From an optimization exercise on the open Yosys and OpenROAD flow, aimed at small area; shortcuts taken in it are not production practice. The RTL was checked by simulation tests, not by an equivalence proof against the original design. No activity file was given, so power comes from the tool's default toggle rates.

<file path="flow/run.sh">
#!/bin/bash
# synth_recipe.tcl (not shown) runs the flow's synth.tcl, then flattens the netlist and writes it again
# the make line also repeats each setting of config.mk as NAME=value (left out here)
make -C /OpenROAD-flow-scripts/flow DESIGN_CONFIG=/design/flow/config.mk WORK_HOME=/design/flow/orfs CLKGATE_MAP_FILE= SYNTH_SCRIPT=/design/flow/synth_recipe.tcl finish
</file>
<file path="flow/design.v">
module spi_clkgen #(
    parameter CNT_WIDTH = 8
) (
    input  wire                 clk_i,
    input  wire                 rst_n_i,
    input  wire                 spi_clk_en_i,
    input  wire [CNT_WIDTH-1:0] spi_clk_div_i,       
    input  wire                 spi_clk_div_vld_i,
    output reg                  spi_clk_o,           
    output wire                 spi_fall_edge_o,
    output wire                 spi_rise_edge_o
);
    reg                  d_q;
    reg  [CNT_WIDTH-1:0] counter;
    wire [CNT_WIDTH-1:0] counter_next;   
    wire                 counter_disable;   
    wire                 counter_full;   
    assign counter_next    = counter + 'h1;
    assign counter_disable = !(spi_clk_en_i && spi_clk_div_vld_i);
    assign counter_full    = counter_next == spi_clk_div_i;
    assign spi_rise_edge_o = d_q & (~spi_clk_o);     
    assign spi_fall_edge_o = (~d_q) & spi_clk_o;     
    always @(posedge clk_i or negedge rst_n_i) begin
        if (!rst_n_i) begin
            counter <= 1'b0;
        end else begin
            if (counter_full || counter_disable) begin
                counter <= 'h0;
            end else begin
                counter <= counter_next;
            end
        end
    end
    always @(posedge clk_i or negedge rst_n_i) begin
        if (!rst_n_i) begin
            d_q <= 1'b0;
        end else begin
            if (counter_disable) begin
                d_q <= 1'b0;
            end else if (counter_full) begin
                d_q <= ~d_q;
            end
        end
    end
    always @(posedge clk_i or negedge rst_n_i) begin
        if (!rst_n_i) begin
            spi_clk_o <= 'h0;
        end else begin
            spi_clk_o <= d_q;
        end
    end
endmodule
module spi_tx (
    input  wire        clk_i,                  
    input  wire        rst_n_i,                
    input  wire        en_i,
    input  wire        tx_edge_i,              
    output wire        tx_done_o,              
    output wire        sdo,                    
    input  wire [15:0] tx_bits_len_i,
    input  wire        tx_bits_len_update_i,
    input  wire [31:0] tx_data_i,
    input  wire        tx_data_vld_i,
    output wire        tx_data_rdy_o
);
    localparam IDLE = 1'b0, TRANSMIT = 1'b1;
    reg         state;   
    reg  [15:0] tx_bits_len;   
    reg  [31:0] tx_data;   
    reg  [15:0] tx_counter;   
    wire [15:0] tx_counter_next;   
    wire        state_next;   
    wire        state_go_idle;   
    wire        state_go_transmit;   
    wire        state_is_idle;   
    wire        state_is_transmit;   
    wire        word_done;   
    wire        tx_active;   
    assign tx_counter_next   = tx_counter + 16'h1;
    assign sdo               = tx_data[31];
    assign state_is_idle     = state == IDLE;
    assign state_is_transmit = state == TRANSMIT;
    assign tx_data_rdy_o     = state_is_idle;
    assign word_done         = (tx_counter[4:0] == 5'b11111) && tx_edge_i;
    assign tx_done_o         = (tx_counter_next == tx_bits_len) && tx_edge_i;
    assign tx_active         = state_is_transmit && tx_edge_i && (!tx_done_o);
    assign state_go_idle     = state_is_transmit && (word_done && !tx_data_vld_i) || tx_done_o;
    assign state_go_transmit = state_is_idle && en_i && tx_data_vld_i;
    assign state_next        = state_go_transmit ? TRANSMIT : (state_go_idle ? IDLE : state);
    always @(posedge clk_i or negedge rst_n_i) begin
        if (!rst_n_i) begin
            tx_bits_len <= 16'h0;
        end else begin
            if (tx_bits_len_update_i) begin
                tx_bits_len <= tx_bits_len_i;
            end
        end
    end
    always @(posedge clk_i or negedge rst_n_i) begin
        if (!rst_n_i) begin
            tx_counter <= 16'h0;
        end else begin
            if (state_go_transmit) begin
                tx_counter <= 16'h0;
            end else if (tx_active) begin
                tx_counter <= tx_counter_next;
            end
        end
    end
    always @(posedge clk_i or negedge rst_n_i) begin
        if (!rst_n_i) begin
            tx_data <= 32'h0;
        end else begin
            if (state_go_transmit || (word_done && tx_data_vld_i)) begin
                tx_data <= tx_data_i;
            end else if (tx_active) begin
                tx_data <= {tx_data[30:0], tx_data[31]};
            end
        end
    end
    always @(posedge clk_i or negedge rst_n_i) begin
        if (!rst_n_i) begin
            state <= IDLE;
        end else begin
            state <= state_next;
        end
    end
endmodule
module spi_rx (
    input  wire        clk_i,                  
    input  wire        rst_n_i,                
    input  wire        en_i,                   
    input  wire        sdi,                    
    output wire        rx_done_o,              
    input  wire        rx_edge_i,              
    input  wire [15:0] rx_bits_len_i,
    input  wire        rx_bits_len_update_i,
    output wire [31:0] rx_data_o,
    output wire        rx_data_vld_o,
    input  wire        rx_data_rdy_i
);
    localparam IDLE = 0, RECEIVE = 1;
    reg         state;   
    reg  [15:0] rx_bits_len;   
    reg  [31:0] rx_data;   
    reg  [15:0] rx_counter;   
    wire [15:0] rx_counter_next;   
    wire        state_next;   
    wire        state_go_idle;   
    wire        state_go_receive;   
    wire        state_is_idle;   
    wire        state_is_receive;   
    wire        word_done;   
    wire        rx_active;   
    assign rx_counter_next  = rx_counter + 16'h1;
    assign rx_data_o        = rx_data;
    assign state_is_idle    = state == IDLE;
    assign state_is_receive = state == RECEIVE;
    assign rx_data_vld_o    = state_is_idle;
    assign word_done        = (rx_counter == 5'b11111) && rx_edge_i;
    assign rx_done_o        = (rx_counter_next == rx_bits_len) && rx_edge_i;
    assign rx_active        = state_is_receive && rx_edge_i;
    assign state_go_idle    = state_is_receive && (word_done && !rx_data_rdy_i) || rx_done_o;
    assign state_go_receive = state_is_idle && en_i && rx_data_rdy_i;
    assign state_next       = state_go_receive ? RECEIVE : (state_go_idle ? IDLE : state);
    always @(posedge clk_i or negedge rst_n_i) begin
        if (!rst_n_i) begin
            rx_bits_len <= 16'h0;
        end else begin
            if (rx_bits_len_update_i) begin
                rx_bits_len <= rx_bits_len_i;
            end
        end
    end
    always @(posedge clk_i or negedge rst_n_i) begin
        if (!rst_n_i) begin
            rx_counter <= 16'h0;
        end else begin
            if (state_go_receive) begin
                rx_counter <= 16'h0;
            end else if (rx_active) begin
                rx_counter <= rx_counter_next;
            end
        end
    end
    always @(posedge clk_i or negedge rst_n_i) begin
        if (!rst_n_i) begin
            rx_data <= 32'h0;
        end else begin
            if (rx_active) begin
                rx_data <= {rx_data[30:0], sdi};
            end
        end
    end
    always @(posedge clk_i or negedge rst_n_i) begin
        if (!rst_n_i) begin
            state <= IDLE;
        end else begin
            state <= state_next;
        end
    end
endmodule
module spi_master_controller (
    input  wire        clk_i,                  
    input  wire        rst_n_i,                
    input  wire [15:0] spi_clk_div_i,          
    input  wire        spi_clk_div_vld_i,      
    input  wire [31:0] stream_data_tx_i,       
    input  wire        stream_data_tx_vld_i,   
    output wire        stream_data_tx_rdy_o,   
    output wire [31:0] stream_data_rx_o,       
    output wire        stream_data_rx_vld_o,   
    input  wire        stream_data_rx_rdy_i,   
    output wire        spi_clk_o,              
    output reg         spi_cs_n_o,             
    output wire        spi_sdo_o,              
    input  wire        spi_sdi_i,              
    output reg         eot_o                   
);
    localparam ReadReq = 4'b1010, WriteReq = 4'b1011;
    localparam IDLE = 3'd0, CMD = 1, ADDR = 2, DUMMY = 3, TX = 4, RX = 5, EOT = 6;
    reg  [ 2:0] state;
    reg  [ 2:0] state_next;
    wire        state_is_idle;
    wire        state_is_cmd;
    wire        state_is_addr;
    wire        state_is_dummy;
    wire        state_is_tx;
    wire        state_is_rx;
    wire        state_is_eot;
    wire        state_go_idle;
    wire        state_go_cmd;
    wire        state_go_addr;
    wire        state_go_dummy;
    wire        state_go_tx;
    wire        state_go_rx;
    wire        state_go_eot;
    reg         spi_clk_en;
    wire        spi_clk_rise_edge;
    wire        spi_clk_fall_edge;
    reg         spi_tx_en;
    reg         spi_rx_en;
    reg  [ 3:0] cmd;   
    reg  [ 3:0] addr;   
    reg  [ 7:0] wr_rd_len;   
    reg  [15:0] wr_data;   
    reg  [31:0] tx_data;
    reg         tx_data_vld;
    wire        tx_data_rdy;
    reg  [15:0] tx_len;
    reg         tx_len_vld;
    reg  [15:0] rx_len;
    reg         rx_len_vld;
    reg         rx_wait;
    wire        tx_done;
    wire        rx_done;
    wire        spi_rd_seq;   
    wire        spi_wr_seq;   
    reg  [ 7:0] dummy_cnt;
    wire        dummy_cnt_is_2;   
    assign spi_rd_seq     = cmd == ReadReq;
    assign spi_wr_seq     = cmd == WriteReq;
    assign dummy_cnt_is_2 = dummy_cnt == 2;
    assign state_is_idle  = state == IDLE;
    assign state_is_cmd   = state == CMD;
    assign state_is_addr  = state == ADDR;
    assign state_is_dummy = state == DUMMY;
    assign state_is_tx    = state == TX;
    assign state_is_rx    = state == RX;
    assign state_is_eot   = state == EOT;
    assign state_go_cmd   = state_is_idle & stream_data_tx_vld_i & (spi_rd_seq | spi_wr_seq);
    assign state_go_addr  = state_is_cmd & tx_done;
    assign state_go_dummy = state_is_addr & tx_done;
    assign state_go_rx    = state_is_dummy & dummy_cnt_is_2 & spi_rd_seq;
    assign state_go_tx    = state_is_dummy & dummy_cnt_is_2 & spi_wr_seq;
    assign state_go_eot   = (state_is_rx & rx_wait & spi_clk_fall_edge) | (state_is_tx & tx_done);
    assign state_go_idle  = state_is_eot;
    spi_clkgen #(
        .CNT_WIDTH(16)
    ) clk_gen (
        .clk_i            (clk_i),
        .rst_n_i          (rst_n_i),
        .spi_clk_en_i     (spi_clk_en),
        .spi_clk_div_i    (spi_clk_div_i),
        .spi_clk_div_vld_i(spi_clk_div_vld_i),
        .spi_clk_o        (spi_clk_o),
        .spi_fall_edge_o  (spi_clk_fall_edge),
        .spi_rise_edge_o  (spi_clk_rise_edge)
    );
    spi_tx spi_transfer (
        .clk_i               (clk_i),
        .rst_n_i             (rst_n_i),
        .en_i                (spi_tx_en),
        .tx_edge_i           (spi_clk_fall_edge),
        .tx_done_o           (tx_done),
        .sdo                 (spi_sdo_o),
        .tx_bits_len_i       (tx_len),
        .tx_bits_len_update_i(tx_len_vld),
        .tx_data_i           (tx_data),
        .tx_data_vld_i       (tx_data_vld),
        .tx_data_rdy_o       (tx_data_rdy)
    );
    spi_rx spi_receiver (
        .clk_i               (clk_i),
        .rst_n_i             (rst_n_i),
        .en_i                (spi_rx_en),
        .rx_edge_i           (spi_clk_rise_edge),
        .rx_done_o           (rx_done),
        .sdi                 (spi_sdi_i),
        .rx_bits_len_i       (rx_len),
        .rx_bits_len_update_i(rx_len_vld),
        .rx_data_o           (stream_data_rx_o),
        .rx_data_vld_o       (stream_data_rx_vld_o),
        .rx_data_rdy_i       (stream_data_rx_rdy_i)
    );
    always @(posedge clk_i or negedge rst_n_i) begin
        if (!rst_n_i) begin
            {cmd, addr, wr_rd_len, wr_data} <= 32'h0;
        end else begin
            if (eot_o) begin
                {cmd, addr, wr_rd_len, wr_data} <= 32'h0;
            end else if ((state == IDLE) && stream_data_tx_vld_i) begin
                {cmd, addr, wr_rd_len, wr_data} <= stream_data_tx_i;
            end
        end
    end
    always @(posedge clk_i or negedge rst_n_i) begin
        if (!rst_n_i) begin
            state <= IDLE;
        end else begin
            state <= state_next;
        end
    end
    always @(*) begin
        if (state_go_cmd) begin
            state_next = CMD;
        end else if (state_go_addr) begin
            state_next = ADDR;
        end else if (state_go_dummy) begin
            state_next = DUMMY;
        end else if (state_go_rx) begin
            state_next = RX;
        end else if (state_go_tx) begin
            state_next = TX;
        end else if (state_go_eot) begin
            state_next = EOT;
        end else if (state_go_idle) begin
            state_next = IDLE;
        end else begin
            state_next = state;
        end
    end
    always @(posedge clk_i or negedge rst_n_i) begin
        if (!rst_n_i) begin
            spi_clk_en <= 1'b0;
        end else begin
            if (state_go_cmd) begin
                spi_clk_en <= 1'b1;
            end else if (state_go_eot) begin
                spi_clk_en <= 1'b0;
            end
        end
    end
    always @(posedge clk_i or negedge rst_n_i) begin
        if (!rst_n_i) begin
            dummy_cnt <= 8'd0;
        end else begin
            if (state_go_dummy) begin
                dummy_cnt <= 8'd0;
            end else if (state_is_dummy && spi_clk_fall_edge) begin
                dummy_cnt <= dummy_cnt + 8'd1;
            end
        end
    end
    always @(posedge clk_i or negedge rst_n_i) begin
        if (!rst_n_i) begin
            spi_tx_en   <= 1'b0;
            tx_len      <= 16'h0;
            tx_len_vld  <= 1'b0;
            tx_data     <= 32'b0;
            tx_data_vld <= 1'b0;
        end else begin
            if (state_go_dummy || state_go_eot || state_go_idle) begin
                spi_tx_en   <= 1'b0;
                tx_len      <= 16'h0;
                tx_len_vld  <= 1'b0;
                tx_data     <= 32'h0;
                tx_data_vld <= 1'b1;
            end else if (state_go_cmd) begin
                spi_tx_en   <= 1'b1;
                tx_len      <= 16'h4;
                tx_len_vld  <= 1'b1;
                tx_data     <= {cmd, 28'h0};
                tx_data_vld <= 1'b1;
            end else if (state_go_addr) begin
                spi_tx_en   <= 1'b1;
                tx_len      <= 16'h4;
                tx_len_vld  <= 1'b1;
                tx_data     <= {addr, 28'h0};
                tx_data_vld <= 1'b1;
            end else if (state_go_tx) begin
                spi_tx_en   <= 1'b1;
                tx_len      <= wr_rd_len;
                tx_len_vld  <= 1'b1;
                tx_data     <= {wr_data, 16'h0};
                tx_data_vld <= 1'b1;
            end
        end
    end
    always @(posedge clk_i or negedge rst_n_i) begin
        if (!rst_n_i) begin
            spi_rx_en  <= 1'b0;
            rx_len     <= 16'h0;
            rx_len_vld <= 1'b0;
        end else begin
            if (state_go_eot) begin
                spi_rx_en  <= 1'b0;
                rx_len     <= 16'h0;
                rx_len_vld <= 1'b0;
            end else if (state_go_rx) begin
                spi_rx_en  <= 1'b1;
                rx_len     <= wr_rd_len;
                rx_len_vld <= 1'b1;
            end
        end
    end
    always @(posedge clk_i or negedge rst_n_i) begin
        if (!rst_n_i) begin
            rx_wait <= 1'b0;
        end else begin
            if (spi_clk_fall_edge) begin
                rx_wait <= 1'b0;
            end else if (rx_done) begin
                rx_wait <= 1'b1;
            end
        end
    end
    always @(posedge clk_i or negedge rst_n_i) begin
        if (!rst_n_i) begin
            spi_cs_n_o <= 1'b1;
        end else begin
            if (state_go_cmd) begin
                spi_cs_n_o <= 1'b0;
            end else if (state_go_eot) begin
                spi_cs_n_o <= 1'b1;
            end
        end
    end
    always @(posedge clk_i or negedge rst_n_i) begin
        if (!rst_n_i) begin
            eot_o <= 1'b0;
        end else begin
            eot_o <= state_go_eot;
        end
    end
    assign stream_data_tx_rdy_o = state_is_idle;
endmodule
module apb_spi_rf (
    input  wire        pclk_i,
    input  wire        rst_n_i,
    input  wire        psel_i,
    input  wire        penable_i,
    input  wire [ 3:0] paddr_i,
    input  wire        pwrite_i,
    input  wire [31:0] pwdata_i,
    output wire [31:0] prdata_o,
    output wire        pready_o,
    output wire        spi_clk_div_vld_o,
    output wire [15:0] spi_clk_div_o,
    input  wire        eot_i,                  
    output wire [31:0] stream_data_tx_o,       
    output wire        stream_data_tx_vld_o,   
    input  wire        stream_data_tx_rdy_i,   
    input  wire [31:0] stream_data_rx_i,       
    input  wire        stream_data_rx_vld_i,   
    output wire        stream_data_rx_rdy_o    
);
    reg  [31:0] regs             [0:5];
    reg  [31:0] reg_data_out;
    wire [31:0] reg_ctrl_next;
    wire [ 3:0] cmd;
    wire [ 3:0] addr;
    wire [ 7:0] len;
    wire [15:0] wdata;
    wire        rd_en;
    wire        wr_en;
    wire        reg_ctrl_tx_flag;
    wire        reg_ctrl_rx_flag;
    assign pready_o             = 1'b1;
    assign wr_en                = psel_i & penable_i & pwrite_i;
    assign rd_en                = psel_i & penable_i & (~pwrite_i);
    assign stream_data_tx_vld_o = regs[4'd5][0];
    assign stream_data_rx_rdy_o = regs[4'd5][1];
    assign spi_clk_div_vld_o    = 1'b1;
    assign spi_clk_div_o        = regs[4'd5][31:16];
    assign reg_ctrl_tx_flag     = eot_i ? 1'b0 : regs[4'd5][0];   
    assign reg_ctrl_rx_flag     = eot_i ? 1'b0 : regs[4'd5][1];   
    assign reg_ctrl_next        = {spi_clk_div_o, 14'd0, reg_ctrl_rx_flag, reg_ctrl_tx_flag};
    assign cmd                  = regs[4'd0][3:0];
    assign addr                 = regs[4'd1][3:0];
    assign len                  = regs[4'd2][7:0];
    assign wdata                = regs[4'd3][15:0];
    assign stream_data_tx_o     = {cmd, addr, len, wdata};
    assign prdata_o             = reg_data_out;
    always @(posedge pclk_i or negedge rst_n_i) begin
        if (!rst_n_i) begin
            regs[4'd0]   <= 32'h0;
            regs[4'd1]  <= 32'h0;
            regs[4'd2]   <= 32'h0;
            regs[4'd3] <= 32'h0;
            regs[4'd5]  <= 32'h0;
        end else begin
            if (wr_en) begin
                case (paddr_i)
                    4'd0: begin
                        regs[4'd0] <= pwdata_i;
                    end
                    4'd1: begin
                        regs[4'd1] <= pwdata_i;
                    end
                    4'd2: begin
                        regs[4'd2] <= pwdata_i;
                    end
                    4'd3: begin
                        regs[4'd3] <= pwdata_i;
                    end
                    4'd5: begin
                        regs[4'd5] <= {
                            pwdata_i[31:16] < 4 ? 16'd4 : pwdata_i[31:16], pwdata_i[15:0]
                        };
                    end
                    default: begin
                        regs[4'd0]   <= regs[4'd0];
                        regs[4'd1]  <= regs[4'd1];
                        regs[4'd2]   <= regs[4'd2];
                        regs[4'd3] <= regs[4'd3];
                        regs[4'd5]  <= reg_ctrl_next;
                    end
                endcase
            end else begin
                regs[4'd0]   <= regs[4'd0];
                regs[4'd1]  <= regs[4'd1];
                regs[4'd2]   <= regs[4'd2];
                regs[4'd3] <= regs[4'd3];
                regs[4'd5]  <= reg_ctrl_next;
            end
        end
    end
    always @(posedge pclk_i or negedge rst_n_i) begin
        if (!rst_n_i) begin
            regs[4'd4] <= 32'h0;
        end else begin
            if (stream_data_rx_vld_i) begin
                regs[4'd4] <= stream_data_rx_i;
            end
        end
    end
    always @(posedge pclk_i or negedge rst_n_i) begin
        if (!rst_n_i) begin
            reg_data_out <= 32'h0;
        end else begin
            if (psel_i & (~pwrite_i)) begin
                case (paddr_i)
                    4'd0: begin
                        reg_data_out <= regs[4'd0];
                    end
                    4'd1: begin
                        reg_data_out <= regs[4'd1];
                    end
                    4'd2: begin
                        reg_data_out <= regs[4'd2];
                    end
                    4'd3: begin
                        reg_data_out <= regs[4'd3];
                    end
                    4'd4: begin
                        reg_data_out <= regs[4'd4];
                    end
                    4'd5: begin
                        reg_data_out <= regs[4'd5];
                    end
                    default: begin
                        reg_data_out <= 32'h0;
                    end
                endcase
            end
        end
    end
endmodule
module apb_spi_master (
    input  wire        pclk_i,
    input  wire        rst_n_i,
    input  wire        psel_i,
    input  wire        penable_i,
    input  wire [ 3:0] paddr_i,
    input  wire        pwrite_i,
    input  wire [31:0] pwdata_i,
    output wire [31:0] prdata_o,
    output wire        pready_o,
    output wire        spi_clk_o,
    output wire        spi_sdo_o,
    output wire        spi_cs_n_o,
    input  wire        spi_sdi_i
);
    wire        eot;
    wire [31:0] stream_data_tx;
    wire        stream_data_tx_vld;
    wire        stream_data_tx_rdy;
    wire [31:0] spi_stream_rx;
    wire        spi_stream_rx_rdy;
    wire        spi_stream_rx_vld;
    wire        spi_clk_div_vld;
    wire [15:0] spi_clk_div;
    spi_master_controller spi_master (
        .clk_i               (pclk_i),
        .rst_n_i             (rst_n_i),
        .spi_clk_div_i       (spi_clk_div),
        .spi_clk_div_vld_i   (spi_clk_div_vld),
        .stream_data_tx_i    (stream_data_tx),
        .stream_data_tx_vld_i(stream_data_tx_vld),
        .stream_data_tx_rdy_o(stream_data_tx_rdy),
        .stream_data_rx_o    (spi_stream_rx),
        .stream_data_rx_vld_o(spi_stream_rx_vld),
        .stream_data_rx_rdy_i(spi_stream_rx_rdy),
        .spi_clk_o           (spi_clk_o),
        .spi_cs_n_o          (spi_cs_n_o),
        .spi_sdo_o           (spi_sdo_o),
        .spi_sdi_i           (spi_sdi_i),
        .eot_o               (eot)
    );
    apb_spi_rf apb_registers (
        .pclk_i              (pclk_i),
        .rst_n_i             (rst_n_i),
        .psel_i              (psel_i),
        .penable_i           (penable_i),
        .paddr_i             (paddr_i),
        .pwrite_i            (pwrite_i),
        .pwdata_i            (pwdata_i),
        .prdata_o            (prdata_o),
        .pready_o            (pready_o),
        .spi_clk_div_vld_o   (spi_clk_div_vld),
        .spi_clk_div_o       (spi_clk_div),
        .eot_i               (eot),                  
        .stream_data_tx_o    (stream_data_tx),       
        .stream_data_tx_vld_o(stream_data_tx_vld),   
        .stream_data_tx_rdy_i(stream_data_tx_rdy),   
        .stream_data_rx_i    (spi_stream_rx),        
        .stream_data_rx_vld_i(spi_stream_rx_vld),    
        .stream_data_rx_rdy_o(spi_stream_rx_rdy)     
    );
endmodule
</file>
<file path="flow/constraint.sdc">
create_clock -name core_clock -period 5.0 [get_ports {pclk_i}]
set_input_delay 1.0000 -clock core_clock [delete_from_list [all_inputs] [get_ports {pclk_i}]]
set_output_delay 1.0000 -clock core_clock [all_outputs]
set_load 0.01 [all_outputs]
</file>
<file path="flow/config.mk">
export PLATFORM = sky130hd
export DESIGN_NAME = apb_spi_master
export DESIGN_NICKNAME = apb_spi_master
export VERILOG_FILES = /design/flow/design.v
export SDC_FILE = /design/flow/constraint.sdc
export NUM_CORES = 4
export LEC_CHECK = 0
export CAP_MARGIN = 20
export CORE_MARGIN = 2
export CORE_UTILIZATION = 40
export SLEW_MARGIN = 20
</file>
==> reports/results.md, run 1 <==
## GRT
• maximum number of pins on one net before global-route repair: 114
• via count of the first global-routing pass: 13,900
• first-pass GRT wire length: 77,600 um
• number of antenna violations at the first check in global routing: 0
• aggregate global routing overflow: 0
• GRT Total Usage: 19.2%

## Flow run
• count of max-cap constraint violations: 0

## Floorplanning
• number of primary I/O pins: 78
• number of core rows: 81
• floorplan die area: 50,700 sq um
• Std-Cell Core Area: 48,600 sq um
• Die X-Extent: 225 um
• vertical extent of the die: 225 um
• starting density of the core: 40.2%

## CTS
• Max Buffers Root-to-Sink: 3
• H-tree levels: 2
• CTS buffer count: 49
• number of cells upsized or downsized after cts: 0
• number of hold-repair buffers added at the cts stage: 0
• CTS sink count: 438
• source-to-sink clock delay at the later pin of the worst-skew pair: 590 ps
• CTS tree: built
• number of setup buffers added after CTS: 0
• CTS Root Cell: clkbuf_16
• clock-pin slew of the registers on the worst-case setup and hold paths: 60 ps

## Logic synthesis
• Post-synth EDFFs: 0
• post-synth cell types: 78
• synthesized area per cell: 11.0 sq um
• Synth Register Bits: 438
• post-synthesis instance total: 1,773
• cell area after technology mapping: 19,600 sq um
• most used flip-flop cell after synthesis: dfrtp_1
• sequential share of the synthesized area: 56.0%
• ranking of synthesized cells by area: dfrtp_1 (56%), mux2_2 (11%), nand2_1 (5.4%)
• Post-synth ARST share: 100%
• area fraction of the dominant cell type after synthesis: 55.9%
• number of synthesis warnings: 6
• nets in the synthesized netlist: 1,821
• cell type with the highest aggregate area in the netlist: dfrtp_1

## Timing
• post-layout min period: 3630 ps
• worst clock skew on the final layout: 23.1 ps
• actual transition at the worst max-transition pin: 1050 ps
• final setup TNS: 0 ps
• Achievable Freq: 0.276 GHz
• number of hold violations in the final report: 0
• fraction of the cycle the final worst path needs: 72.6%
• number of max-slew violations in the final report: 0
• worst slew margin relative to its limit: 29.8%
• number of endpoints failing setup at the final stage: 0
• unrepaired setup endpoints after global routing: no

## Routing
• Routed wire per std cell: 19.1 um
• DRC violation count after routing: 0
• number of violations reported at the end of detailed-routing iteration 0: 965
• Detailed Routing Iterations Pass 1: 6
• total vias in the final route: 13,700
• Total Routed Length: 47,100 um
• count of nets left with antenna violations after detail routing: 0
• Vias per Instance: 5.57

## Critical path
• largest fanout on the critical path: 42
• critical path launch point type: flip-flop
• register-to-register setup slack: 1370 ps
• arrival time at the worst endpoint: 4090 ps
• ordered cell list for the critical path: ha_1 > and3_1 > ha_1 > xor2_1 > nor4_1 > and3_1 > nand4_1 > o31ai_4 > buf_12 > nor2_1 > a211o_1
• launching element of the worst setup path: spi_master.spi_transfer.tx_counter[0]$_DFFE_PN0P_
• Critical R2R Launch: spi_master.spi_transfer.tx_counter[0]$_DFFE_PN0P_
• Slowest-stage cell, CP: o31ai_4
• kind of critical path: reg2reg
• Req. time, crit path: 5460 ps
• category of the worst setup path capture point: flip-flop
• longest individual stage delay on the worst path: 760 ps

## Finish
• commonest cells after routing, fill and taps aside: dfrtp_1 (437), nand2_1 (284), mux2_2 (187)
• count of inserted antenna diode cells: 0
• Area growth, synth to finish: 15.0%
• commonest non-fill, non-tap cell in the layout: dfrtp_1
• Net count, final: 1,859
• share of final-layout standard cells stronger than drive strength 1: 17.2%

## Hold path
• worst hold-check path type: in2async

## Power
• total power per unit cell area: 355 nW/um^2
• power after layout: 7.99 mW
• maximum resistive drop on vdd: 0.220 mV
• static leakage: 10.7 nW

## Placed design
• placed wire-length estimate after detailed placement: 30,400 um
• routability congestion estimate from global placement: 0.812
• number of port buffers: 76

## Run status
• result of the run: no timing/DRC/antenna violations

==> metal layers <==
layer,vias up,track usage (%),wire length (um)
met5,-,0,0
met4,0,6.00,1120
met3,83,2.57,1540
met2,226,30.3,21900
met1,7020,27.4,22600
li1,6417,-,-
==> metrics by stage <==
step	setup slack (ps)	cell area, sq um	cells	util [%]	hold slack, ps
2_1_floorplan	1970	19600	1773	-	411
3_3_place_gp	1440	21000	2381	43.1	459
3_5_place_dp	1340	21000	2382	43.2	463
4_1_cts	1320	22500	2466	46.3	391
5_1_grt	1030	22500	2466	46.3	422
6_report	1370	22500	2466	46.3	365
==> area by class of cell <==
cell class              instances  area, sq um
fillers                      4485        26100
multi-input cells            1200         8150
clock buffers                  71         1420
well taps                     622          778
inverters                      16         60.1
clock inverters                13         96.3
flip-flops and latches        438        11000
repair buffers                106         1040
==> cells in the mapped netlist, types with 10 or more instances <==
| master | number |
|---|---|
| o21ai_0 | 79 |
| nor4_1 | 13 |
| nand2_1 | 284 |
| buf_1 | 15 |
| a21oi_1 | 64 |
| o31ai_1 | 10 |
| and3_1 | 24 |
| nand2b_1 | 10 |
| nand4_1 | 19 |
| a22o_1 | 39 |
| nor2_1 | 99 |
| dfrtp_1 | 437 |
| inv_1 | 16 |
| a22oi_1 | 64 |
| a221oi_1 | 32 |
| xor2_1 | 28 |
| nand3_1 | 31 |
| mux2i_1 | 36 |
| mux2_2 | 187 |
| buf_2 | 10 |
| clkbuf_1 | 88 |
| nor3_1 | 25 |
| xnor2_1 | 30 |
==> power by group <==
group          switching (mW)  leakage [nW]  internal [mW]
Sequential              0.199          5.98           3.80
Combinational           0.294          3.94          0.274
Clock                    1.46         0.747           1.97
Total                    1.95          10.7           6.04
==> final timing paths <==
kind,end,cells after the start
setup / recovery,spi_master.spi_transfer.tx_counter[12]$_DFFE_PN0P_,11
hold / removal,spi_master.spi_receiver.rx_counter[6]$_DFFE_PN0P_,1
setup reg to reg,spi_master.spi_transfer.tx_counter[12]$_DFFE_PN0P_,11
hold reg to reg,apb_registers.reg_data_out[6]$_DFFE_PN0P_,2
max in group asynchronous,spi_master.clk_gen.counter[9]$_DFF_PN0_,2
min in group core_clock,apb_registers.reg_data_out[6]$_DFFE_PN0P_,2
==> worst max-delay path, delay by kind of cell, from the launching register on <==
family                     cells  cell delay (ps)
AOI/OAI and AO/OA              2             1020
adders and majority gates      2              610
DFF                            1              430
and+or+nand+nor                5              930
xor gates and xnor gates       1              170
buffers and inverters          1              340
==> state kept, by name, summed over array words and instances (netlist names), 3 cells and up <==
name                                 flops
apb_registers.reg_data_out              32
apb_registers.regs                     192
spi_master.addr                          4
spi_master.clk_gen.counter              16
spi_master.cmd                           4
spi_master.dummy_cnt                     8
spi_master.rx_len                        8
spi_master.spi_receiver.rx_bits_len      8
spi_master.spi_receiver.rx_counter      16
spi_master.spi_receiver.rx_data         32
spi_master.spi_transfer.tx_bits_len      8
spi_master.spi_transfer.tx_counter      16
spi_master.spi_transfer.tx_data         32
spi_master.state                         3
spi_master.tx_data                      16
spi_master.tx_len                        8
spi_master.wr_data                      16
spi_master.wr_rd_len                     8
==> cell families after synthesis <==
group | synth area share, %
simple gates | 13.1
mux | 12.6
flops | 56.0
fa+ha+maj | 0.383
buf+inv | 2.76
xor+xnor | 2.83
compound gates | 12.3
other cells | 0.0192
==> run 2: changes to the inputs <==
--- a/flow/config.mk
+++ b/flow/config.mk
@@ -6,4 +6,5 @@
 export NUM_CORES = 4
 export LEC_CHECK = 0
+export ABC_AREA = 1
 export CAP_MARGIN = 20
 export CORE_MARGIN = 2
==> reports/results.md, run 2 <==
## CTS
• source-to-sink clock delay at the later pin of the worst-skew pair: 580 ps
• CTS sink count: 438
• number of setup buffers added after CTS: 0
• CTS tree: built
• CTS Root Cell: clkbuf_16
• number of hold-repair buffers added at the cts stage: 0
• number of cells upsized or downsized after cts: 0
• Max Buffers Root-to-Sink: 3
• clock-pin slew of the registers on the worst-case setup and hold paths: 60 ps
• CTS buffer count: 49
• H-tree levels: 2

## GRT
• GRT Total Usage: 20.9%
• aggregate global routing overflow: 0
• via count of the first global-routing pass: 15,900
• number of antenna violations at the first check in global routing: 0
• maximum number of pins on one net before global-route repair: 105
• first-pass GRT wire length: 85,600 um

## Logic synthesis
• post-synth cell types: 42
• Synth Register Bits: 438
• synthesized area per cell: 8.54 sq um
• top-count cell post-synth: nand2_1
• Post-synth EDFFs: 0
• nets in the synthesized netlist: 2,363
• Post-synth ARST share: 100%
• most used flip-flop cell after synthesis: dfrtp_1
• area fraction of the dominant cell type after synthesis: 55.3%
• post-synthesis instance total: 2,315
• cell type with the highest aggregate area in the netlist: dfrtp_1
• list of most frequent post-synthesis cells: nand2_1 (586), dfrtp_1 (437), o21ai_0 (294)
• number of synthesis warnings: 6
• sequential share of the synthesized area: 55.5%
• ranking of synthesized cells by area: dfrtp_1 (55%), nand2_1 (11%), o21ai_0 (7.4%)
• cell area after technology mapping: 19,800 sq um

## Critical path
• critical path launch point type: flip-flop
• arrival time at the worst endpoint: 3890 ps
• ordered cell list for the critical path: ha_1 > nand2_1 > nor2_2 > ha_1 > nand2_1 > nand2_1 > nor2_1 > nand2_1 > nor2_1 > nand2_1 > nor2_1 > nand2_1 > nor2_4 > nand2_2 > nand3_2 > inv_2 > nand3_1 > nand3_1
• category of the worst setup path capture point: flip-flop
• longest individual stage delay on the worst path: 460 ps
• most used cell, CP: nand2_1
• largest fanout on the critical path: 38
• kind of critical path: reg2reg
• Req. time, crit path: 5450 ps
• cell family contributing the most delay on the critical path: simple AND/OR/NAND/NOR gates
• Slowest-stage cell, CP: dfrtp_1
• critical path buffer and inverter count: 1

## Routing
• DRC violation count after routing: 0
• length of routed wiring on met1: 23,500 um
• met2 wirelength from detailed routing: 24,200 um
• Routed wire per std cell: 16.8 um
• uppermost layer routed: met4
• Detailed Routing Iterations Pass 1: 5
• Total Routed Length: 51,600 um
• total vias in the final route: 16,000
• Vias per Instance: 5.22
• number of violations reported at the end of detailed-routing iteration 0: 1,119
• count of nets left with antenna violations after detail routing: 0
• Routed met3 length: 2680 um

## Placed design
• placed wire-length estimate after detailed placement: 34,500 um
• cell total after placement: 2,979
• routability congestion estimate from global placement: 0.874
• number of port buffers: 76
• Post-Place Cell Area: 21,200 sq um

## Power
• power after layout: 8.58 mW
• sw frac: 26.2%
• part of the power in the clock network: 41.7%
• static leakage: 10.6 nW
• maximum resistive drop on vdd: 0.257 mV
• total power per unit cell area: 376 nW/um^2
• switching power: 2.25 mW
• relative contribution of sequential cells to total power: 48.0%
• internal power component: 6.33 mW
• proportion of power drawn by combinational gates: 10.3%

## Timing
• unrepaired setup endpoints after global routing: no
• fraction of the cycle the final worst path needs: 68.9%
• number of endpoints failing setup at the final stage: 0
• worst clock skew on the final layout: 22.3 ps
• post-layout min period: 3450 ps
• Achievable Freq: 0.290 GHz
• worst slew margin relative to its limit: 25.7%
• final hold slack: 404 ps
• number of max-slew violations in the final report: 0
• actual transition at the worst max-transition pin: 1110 ps
• final setup TNS: 0 ps
• number of hold violations in the final report: 0

## Floorplanning
• starting density of the core: 40.5%
• floorplan die area: 51,200 sq um
• Std-Cell Core Area: 48,800 sq um
• Die X-Extent: 226 um
• vertical extent of the die: 226 um
• number of core rows: 81
• number of primary I/O pins: 78

## Finish
• commonest non-fill, non-tap cell in the layout: nand2_1
• filler instances: 4,804
• commonest cells after routing, fill and taps aside: nand2_1 (583), dfrtp_1 (437), o21ai_0 (294)
• Reg area: 11,000 sq um
• flip-flop count of the largest register, all copies and words added: 192
• Area growth, synth to finish: 15.3%
• Net count, final: 2,414
• final instance area: 22,800 sq um
• most flop-heavy register: apb_registers.regs
• area used by multi-input combinational logic: 7400 sq um
• count of inserted antenna diode cells: 0
• post-layout instance count excluding filler cells: 3,065
• share of final-layout standard cells stronger than drive strength 1: 6.79%

## Run status
• result of the run: no timing/DRC/antenna violations

## Hold path
• worst hold-check path type: reg2reg

## Flow run
• count of max-cap constraint violations: 0

-- run 2: cell count changes after synthesis, sizes merged, moves of 64 or more --
cell	previous run	this run
mux2	187	26
o21ai	80	325
nand2	285	589
a22oi	64	0
nand3	31	242
inv	16	264
-- run 2: through the flow --
step | worst slack, ps | util (%)
after floorplan | 2390 | -
after global placement | 992 | 43.3
after detailed placement | 1000 | 43.4
after CTS | 1540 | 46.7
after global routing | 1240 | 46.7
final | 1550 | 46.7
-- run 2: worst paths after layout --
kind | depth (start not counted) | startpoint | to | slack, ps
worst min register to register | 0 | spi_master.clk_gen.d_q$_DFFE_PN0P_ | spi_master.clk_gen.spi_clk_o$_DFF_PN0_ | 400
worst max register to register | 18 | spi_master.spi_transfer.tx_counter[0]$_DFFE_PN0P_ | spi_master.spi_transfer.tx_data[28]$_DFFE_PN0P_ | 1550
min in group asynchronous | 1 | rst_n_i | spi_master.spi_receiver.rx_counter[9]$_DFFE_PN0P_ | 530
worst max-delay path | 18 | spi_master.spi_transfer.tx_counter[0]$_DFFE_PN0P_ | spi_master.spi_transfer.tx_data[28]$_DFFE_PN0P_ | 1550
max in group asynchronous | 2 | rst_n_i | spi_master.spi_receiver.rx_data[18]$_DFFE_PN0P_ | 3340
worst min-delay path | 0 | spi_master.clk_gen.d_q$_DFFE_PN0P_ | spi_master.clk_gen.spi_clk_o$_DFF_PN0_ | 400
-- run 2: final cells by class --
cell class / instances / share of cell area (%)
flip-flops and latches: 438 / 48.1
multi-input cells: 1510 / 32.5
clock buffers: 67 / 6.21
inverters: 267 / 4.40
repair buffers: 100 / 4.37
well taps: 664 / 3.64
clock inverters: 19 / 0.834
-- run 2: power by group through the flow --
stage	combinational (mW)	sequential [mW]	clock, mW
after global placement	0.867	4.17	0
final	0.883	4.12	3.58
after detailed placement	0.890	4.18	0
after floorplan	0.545	4.10	0
after CTS	0.896	4.12	3.65
after global routing	1.01	4.16	3.81
-- run 2: kinds of logic (layout without fill, tap and decap cells) --
group | count (synthesis) | in the layout | synth area share, %
mux | 26 | 26 | 1.48
flops | 438 | 438 | 55.5
xor+xnor | 24 | 24 | 1.06
buf+inv | 367 | 453 | 7.32
simple gates | 1016 | 1016 | 22.0
other cells | 1 | 1 | 0.0190
fa+ha+maj | 6 | 6 | 0.380
compound gates | 437 | 437 | 12.3
-- run 2: routing by layer --
metal / vias up / GRT usage, %
li1: 7727 / -
met5: - / 0
met2: 403 / 34.3
met4: 0 / 6.22
met3: 79 / 3.49
met1: 7782 / 28.5

port drivers added, routing unchanged:
The results above use ideal ports. As a check the final layouts listed here were re-extracted and re-timed, cells and wires unchanged.
Step 1 (the two cells are an assumption about what drives the block):
set clk [get_ports {pclk_i}]
set_driving_cell -lib_cell sky130_fd_sc_hd__clkbuf_16 $clk
set_driving_cell -lib_cell sky130_fd_sc_hd__buf_2 [delete_from_list [all_inputs] $clk]
Step 2 also shifts input and output timing later by t, the mid clock arrival at the registers, as if the neighbouring blocks saw the same clock.
a / b / c = no drivers / after step 1 / after step 2; a / b = the first two.
run | t (ns) | setup slack, ns | worst setup path at the end | clock arrival spread, ns | worst data-port slew with drivers (ns)
run 1 | 0.639 | 1.371 / 1.371 / 1.371 | register to register | 0.030 / 0.029 | 0.12
run 2 | 0.626 | 1.554 / 1.554 / 0.956 | input to register | 0.024 / 0.024 | 0.05
After both steps setup and hold are still met in every run listed. The setup slack of run 2, which loses most, moves by 0.000 ns with the drivers and by -0.598 ns with both steps.
